What follows belongs to an exercise in optimizing a design on an open flow for small area and a short achievable clock period; a production flow would make more cautious choices. Only the layout flow was run in this run; the RTL was not checked for function there.

### flow/run.sh
#!/bin/bash
# synth_recipe.tcl (not shown) runs the flow's synth.tcl, then flattens the netlist and writes it again
# the make line also repeats each setting of config.mk as NAME=value (left out here)
make -C /OpenROAD-flow-scripts/flow DESIGN_CONFIG=/design/flow/config.mk WORK_HOME=/design/flow/orfs CLKGATE_MAP_FILE= SYNTH_SCRIPT=/design/flow/synth_recipe.tcl finish
### flow/config.mk
export PLATFORM = sky130hd
export DESIGN_NAME = color_match
export DESIGN_NICKNAME = color_match
export VERILOG_FILES = /design/flow/design.v
export SDC_FILE = /design/flow/constraint.sdc
export NUM_CORES = 4
export LEC_CHECK = 0
export CAP_MARGIN = 20
export CORE_MARGIN = 2
export CORE_UTILIZATION = 40
export PLACE_DENSITY = 0.6
export SLEW_MARGIN = 20
### flow/constraint.sdc
create_clock -name core_clock -period 28.0 [get_ports {clk}]
set_input_delay 5.6000 -clock core_clock [delete_from_list [all_inputs] [get_ports {clk}]]
set_output_delay 5.6000 -clock core_clock [all_outputs]
set_load 0.01 [all_outputs]
### flow/design.v
module  rgb_hsv(
	input                         clk,
	input                         rst,	
	input	     [7:0]            rgb_r,
	input	     [7:0]            rgb_g,
	input	     [7:0]            rgb_b,	
	output reg [8:0] 			  hsv_h, 
	output reg [7:0] 			  hsv_s, 
	output reg [7:0] 			  hsv_v  
);
reg [7:0] top; 
reg [13:0] top_60; 
reg [2:0] rgb_se;
reg [2:0] rgb_se_n; 
reg [7:0] max; 
reg [7:0] min; 
reg [7:0] max_min; 
reg [7:0] hsv_s_m;
reg [7:0] max_n;
reg [7:0] division; 
wire r_g, r_b, g_b;
assign r_g = (rgb_r > rgb_g)? 1'b1:1'b0; 
assign r_b = (rgb_r > rgb_b)? 1'b1:1'b0; 
assign g_b = (rgb_g > rgb_b)? 1'b1:1'b0; 
always @ (posedge clk or negedge rst)
begin
	if (!rst)
	begin
		max <= 8'd0;
		min <= 8'd0;
		top <= 8'd0;
		rgb_se <= 3'b010;
	end
	else 
	begin
	case ({r_g,r_b,g_b})
	3'b000:
			begin 
			max <= rgb_b;
			min <= rgb_r;
			top <= rgb_g - rgb_r; 
			rgb_se <= 3'b000;
			end
	3'b001:
			begin 
			max <= rgb_g;
			min <= rgb_r;
			top <= rgb_b - rgb_r; 
			rgb_se <= 3'b001;
			end
	3'b011:
			begin 
			max <= rgb_g;
			min <= rgb_b;
			top <= rgb_r - rgb_b; 
			rgb_se <= 3'b011;
			end
	3'b100:
			begin 
			max <= rgb_b;
			min <= rgb_g;
			top <= rgb_r - rgb_g; 
			rgb_se <= 3'b100;
			end
	3'b110:
			begin 
			max <= rgb_r;
			min <= rgb_g;
			top <= rgb_b - rgb_g; 
			rgb_se <= 3'b110;
			end
	3'b111:
			begin 
			max <= rgb_r;
			min <= rgb_b;
			top <= rgb_g - rgb_b; 
			rgb_se <= 3'b111;
			end
	default
			begin
			max <= 8'd0;
			min <= 8'd0;
			top <= 8'd0;
			rgb_se <= 3'b010;
			end
	endcase
end
end
always @ (posedge clk or negedge rst)
begin
	if (!rst)
		begin
		top_60 <= 14'd0;
		rgb_se_n <= 3'b010;
		max_min <= 8'd0;
		max_n <= 8'd0;
		end
	else
		begin
		top_60 <= {top,6'b000000} - {top,2'b00}; 
		rgb_se_n <= rgb_se;
		max_min <= max - min;
		max_n <= max;
		end
end
always @ (*)
begin
	division = (max_min > 8'd0) ? top_60 / max_min : 8'd240; 
end
always @ (posedge clk or negedge rst)
begin
	if (!rst)
		hsv_h <= 9'd0;
	else 
	begin
	case (rgb_se_n)
	3'b000:
			hsv_h <= 9'd240 - division; 
	3'b001:
			hsv_h <= 9'd120 + division; 
	3'b011:
			hsv_h <= 9'd120 - division; 
	3'b100:
			hsv_h <= 9'd240 + division; 
	3'b110:
			hsv_h <= 9'd360 - division; 
	3'b111:
			hsv_h <= division; 
	default
			hsv_h <= 9'd0;
	endcase
end
end
always @ (*)
begin
	hsv_s_m = (max_n > 8'd0)? ((max_min == max_n) ? 8'd255 : {max_min[7:0],8'b00000000} / max_n) : 8'd0;
end
always@(posedge clk or negedge rst)
begin
	if (!rst)
      hsv_s <= 8'd0;
	else
	hsv_s <= hsv_s_m;
end
always@(posedge clk or negedge rst)
begin
  if (!rst)
  hsv_v <= 8'd0;
  else
  hsv_v <= max_n;
 end
endmodule
module HSVComparator (
    input   clk,
    input wire [8:0] hsv_get_h, hsv_get_s, hsv_get_v,
    input wire [8:0] hsv_set_h, hsv_set_s, hsv_set_v,
    input wire [2:0] threshold_level,
    output reg [1:0] similar_flag  
);
parameter THRESHOLD1_H = 60, THRESHOLD1_S = 32, THRESHOLD1_V = 32;   
parameter THRESHOLD2_H = 15, THRESHOLD2_S = 8,  THRESHOLD2_V = 8;  
parameter THRESHOLD3_H = 10, THRESHOLD3_S = 5,  THRESHOLD3_V = 5;  
parameter THRESHOLD4_H = 5,  THRESHOLD4_S = 3,  THRESHOLD4_V = 3;   
reg [8:0] h_diff, s_diff, v_diff;
function [8:0] abs_diff;
    input [8:0] a, b;
    if (a > b) begin
        abs_diff = a - b;
    end else begin
        abs_diff = b - a;
    end
endfunction
always @(posedge clk) begin
    similar_flag <= 2'b0;  
    h_diff = abs_diff(hsv_get_h, hsv_set_h);
    s_diff = abs_diff(hsv_get_s, hsv_set_s);
    v_diff = abs_diff(hsv_get_v, hsv_set_v);
    if (h_diff > 180) begin
        h_diff = 360 - h_diff;
    end
    if ({hsv_set_h,hsv_set_s,hsv_set_v} == 24'b0)begin
        similar_flag <= 2'b10;
    end
    else begin
    case(threshold_level)
        3'b000: begin  
            if (h_diff <= THRESHOLD1_H && s_diff <= THRESHOLD1_S && v_diff <= THRESHOLD1_V) begin
                similar_flag <= 2'b01;  
            end
        end
        3'b001: begin  
            if (h_diff <= THRESHOLD2_H && s_diff <= THRESHOLD2_S && v_diff <= THRESHOLD2_V) begin
                similar_flag <= 2'b01;  
            end
        end
        3'b010: begin  
            if (h_diff <= THRESHOLD3_H && s_diff <= THRESHOLD3_S && v_diff <= THRESHOLD3_V) begin
                similar_flag <= 2'b01;  
            end
        end
        3'b111: begin  
            if (h_diff <= THRESHOLD4_H && s_diff <= THRESHOLD4_S && v_diff <= THRESHOLD4_V) begin
                similar_flag <= 2'b01;  
            end
        end
        default: ;  
    endcase 
    end
end
endmodule
module color_match (
    input  wire       clk,
    input  wire       rst_n,
    input  wire [7:0] get_r,
    input  wire [7:0] get_g,
    input  wire [7:0] get_b,
    input  wire [7:0] set_r,
    input  wire [7:0] set_g,
    input  wire [7:0] set_b,
    input  wire [2:0] threshold_level,
    output wire [8:0] get_h,
    output wire [7:0] get_s,
    output wire [7:0] get_v,
    output wire [8:0] set_h,
    output wire [7:0] set_s,
    output wire [7:0] set_v,
    output wire [1:0] similar_flag
);
    rgb_hsv rgb_hsv_get_inst (
        .clk   (clk),
        .rst   (rst_n),
        .rgb_r (get_r),
        .rgb_g (get_g),
        .rgb_b (get_b),
        .hsv_h (get_h),
        .hsv_s (get_s),
        .hsv_v (get_v)
    );
    rgb_hsv rgb_hsv_set_inst (
        .clk   (clk),
        .rst   (rst_n),
        .rgb_r (set_r),
        .rgb_g (set_g),
        .rgb_b (set_b),
        .hsv_h (set_h),
        .hsv_s (set_s),
        .hsv_v (set_v)
    );
    HSVComparator HSVComparator_inst (
        .clk             (clk),
        .hsv_get_h       (get_h),
        .hsv_get_s       ({1'b0, get_s}),
        .hsv_get_v       ({1'b0, get_v}),
        .hsv_set_h       (set_h),
        .hsv_set_s       ({1'b0, set_s}),
        .hsv_set_v       ({1'b0, set_v}),
        .threshold_level (threshold_level),
        .similar_flag    (similar_flag)
    );
endmodule
==> qor.yml <==
r2r_cells: 136
critPathRequiredTime_ns: 28.36
rr_startpoint: "rgb_hsv_get_inst.max_n[6]$_DFF_PN0_"
fin_skew_ns: 0.0184
setup_ws_ns: 1.29
grt_max_degree: 67
ant_nets: 0
syn_area_mm2: 0.0332
wire_per_inst_um: 17.9
dpl.hpwl_mm: 80.1
critPathCaptureType: "flop"
hold_slack_ns: 0.342
route.final.wire_length_mm: 102
ys_seq_elements: 168
grt_pass1_vias: 30448
die_y_um: 292
place.gp.congestion: 0.909
synth_edf_count: 0
route.detailed.drc: 0
dr.first_iter.drc_count: 2488
vias_per_cell: 5.81
initial_core_util: 0.404
syn_avg_cell_area_um2: 7.70
cp_top_family: "compound AO/OA/AOI/OAI gates"
synth.distinct_cells: 120
clock-sinks: 168
cts_made_buffers: 17
cp_max_fo: 16
final_util: 0.480
pre_cts_slack_ns: -0.856
finalMaxSlewViolations: 0
dr.pass1.iters: 6
fin_crit_sh: 0.954
rows: 105
grt_usage: 0.226
fmax_mhz: 37.4
synthArstFlopShare: 0.988
synthCells: 4320
synthToLayoutAreaGrowth_pct: 18.7
hold_buffers: 0
cp.buffers_inverters: 8
yosysSeqAreaShare: 0.126
worst_slew_pin_slew_ns: 1.01
cp-start-kind: "flop"
grt-ovfl-total: 0
r2r_end: "rgb_hsv_get_inst.hsv_s[0]$_DFF_PN0_"
final_hold_viol_count: 0
vias: 33117
antenna_found_initial: 0
die_area_mm2: 0.0854
mostFrequentLayoutCells: "ha_1, nor2_1, inv_1"
clock_path_buffers: 2
slowest_stage: "or4b_2"
synth_fp_nets: 4913
worstHoldPathCells: 0
rrSetupSlack_ns: 1.29
relSlewSlack: 0.322
finalSetupViolCount: 0
cap_violations: 0
cp.arrival_ns: 27.07
drive_gt1_frac: 0.162
cts_tree: "yes"
numPortBuffers: 104
max_stage_delay_ns: 0.61
rsz0062_at_grt: "yes"
placed_cells: 5550
core_area_mm2: 0.0822
clk_latency_ns: 0.48
ys.flop_type: "dfrtp_1"
mostFrequentLayoutCell: "ha_1"
fin_nets: 5213
fp.dieW_um: 292
worstHoldEndpoint: "rgb_hsv_get_inst.rgb_se_n[0]$_DFF_PN0_"
status: "no timing/DRC/antenna violations"
period_minus_slack_ns: 26.71
ios: 105
cts_root_buf: "clkbuf_16"
cp_common_cell: "o21a_1"
worstHoldStart: "rgb_hsv_get_inst.rgb_se[0]$_DFF_PN0_"
path_clk_slew_ns: 0.08
synth_warnings: 2
htreeDepth: 4
fin_cells: 5704
path_class: "flop to flop"
grt_pass1_wl_mm: 159
hold_path_class: "flop to flop"
==> how the worst max path moves through the flow <==
| stage | startpoint | to | slack (ns) | cells past startpoint |
|---|---|---|---|---|
| final | rgb_hsv_get_inst.max_n[6]$_DFF_PN0_ | rgb_hsv_get_inst.hsv_s[0]$_DFF_PN0_ | 1.29 | 136 |
| after global routing | rgb_hsv_get_inst.max_n[6]$_DFF_PN0_ | rgb_hsv_get_inst.hsv_s[0]$_DFF_PN0_ | -0.47 | 139 |
| after CTS | rgb_hsv_get_inst.max_n[7]$_DFF_PN0_ | rgb_hsv_get_inst.hsv_s[0]$_DFF_PN0_ | 0.006 | 133 |
| after detailed placement | rgb_hsv_get_inst.max_min[7]$_DFF_PN0_ | rgb_hsv_get_inst.hsv_h[6]$_DFF_PN0_ | -0.86 | 138 |
| after global placement | rgb_hsv_get_inst.max_min[7]$_DFF_PN0_ | rgb_hsv_get_inst.hsv_h[6]$_DFF_PN0_ | -0.63 | 139 |
| after floorplan | rgb_hsv_get_inst.max_n[4]$_DFF_PN0_ | rgb_hsv_get_inst.hsv_s[0]$_DFF_PN0_ | -0.04 | 143 |
==> final cells by class <==
type | count | area (um^2)
Sequential cell | 168 | 4200
Clock buffer | 17 | 425
Multi-Input combinational cell | 3709 | 28700
Tap cell | 1070 | 1340
Timing Repair Buffer | 408 | 3400
Antenna cell | 1 | 2.50
Fill cell | 8072 | 42800
Clock inverter | 15 | 174
Inverter | 316 | 1190
==> worst reg2reg max path: cells and delay by family (launching register included) <==
| family | cells | cell delay, ns |
|---|---|---|
| adder cells (fa/ha/maj) | 16 | 4.24 |
| multiplexers | 6 | 1.68 |
| buffers and inverters | 8 | 0.99 |
| flip-flops | 1 | 0.41 |
| AND/OR/NAND/NOR | 38 | 6.73 |
| AO/OA/AOI/OAI | 68 | 12.60 |
==> layer usage <==
| metal | GRT usage | vias to the layer above | routed length (um) |
|---|---|---|---|
| li1 | - | 16611 | - |
| met1 | 0.318 | 15533 | 49000 |
| met2 | 0.370 | 849 | 45600 |
| met3 | 0.0228 | 124 | 5110 |
| met4 | 0.0602 | 0 | 2280 |
| met5 | 0 | - | 0 |
==> cells in the mapped netlist, types with 89 or more instances <==
library cell,count,area [um^2]
o21a_1,183,1370
ha_1,518,6480
clkbuf_1,107,402
xor2_1,89,780
dfrtp_1,162,4050
mux2_2,100,1130
a21o_1,185,1390
a21oi_1,288,1440
xnor2_1,156,1370
nor2_1,357,1340
nand2_1,285,1070
nor3_1,184,921
o21ai_0,256,1280
inv_1,315,1180
==> cells by family (layout without fill, tap and decap cells) <==
logic type | Yosys count | in the layout | synth area share
AOI/OAI and AO/OA | 1394 | 1394 | 0.287
and+or+nand+nor | 1349 | 1350 | 0.204
adders and majority gates | 545 | 545 | 0.210
buffers and inverters | 444 | 756 | 0.0508
xor gates and xnor gates | 245 | 245 | 0.0645
muxes | 175 | 175 | 0.0576
DFF | 168 | 168 | 0.126
other | 0 | 1 | 0
==> state kept, by name, summed over array words and instances, names as in the netlist, 3 cells and up <==
| register | cells |
|---|---|
| rgb_hsv_get_inst.top_60 | 12 |
| rgb_hsv_set_inst.top_60 | 12 |
| rgb_hsv_get_inst.hsv_h | 9 |
| rgb_hsv_set_inst.hsv_h | 9 |
| rgb_hsv_get_inst.hsv_s | 8 |
| rgb_hsv_get_inst.hsv_v | 8 |
| rgb_hsv_get_inst.max | 8 |
| rgb_hsv_get_inst.max_min | 8 |
| rgb_hsv_get_inst.max_n | 8 |
| rgb_hsv_get_inst.min | 8 |
| rgb_hsv_get_inst.top | 8 |
| rgb_hsv_set_inst.hsv_s | 8 |
| rgb_hsv_set_inst.hsv_v | 8 |
| rgb_hsv_set_inst.max | 8 |
| rgb_hsv_set_inst.max_min | 8 |
| rgb_hsv_set_inst.max_n | 8 |
| rgb_hsv_set_inst.min | 8 |
| rgb_hsv_set_inst.top | 8 |
| rgb_hsv_get_inst.rgb_se | 3 |
| rgb_hsv_get_inst.rgb_se_n | 3 |
| rgb_hsv_set_inst.rgb_se | 3 |
| rgb_hsv_set_inst.rgb_se_n | 3 |
==> metrics by stage <==
step | area [um^2] | setup TNS [ns]
after floorplan | 33500 | -0.0430
after global placement | 36700 | -2.27
after detailed placement | 36700 | -4.09
after CTS | 37400 | 0
after global routing | 39400 | -0.983
final | 39500 | 0
==> repair_timing <==
action,CTS,global route
gates cloned,0,2
setup buffers,6,113
endpoints found under the setup margin,12,22
gates resized for setup,17,264
pin swaps,7,152

[separate check: timing with driven ports]
No port has a modelled driver above. Below, the same layout with a new extraction and two added sets of constraints. Step 1: set_driving_cell puts a clkbuf_16 on clk and a buf_2 on each other input, an assumption about the parent block. Step 2 also shifts input and output timing later by t, the mid clock arrival at the registers, as if the neighbouring blocks saw the same clock. a / b / c = ideal / step 1 / step 2; a / b = the first two.
t (ns): 0.528
setup WS [ns]: 1.289 / 1.289 / 1.289
worst hold slack (ns): 0.342 / 0.342 / 0.342
worst setup path at the end: register to register
worst data-port slew with drivers (ns): 0.08
After both steps setup and hold are still met in this run. The setup slack of this run moves by 0.000 ns with the drivers and by 0.000 ns with both steps.
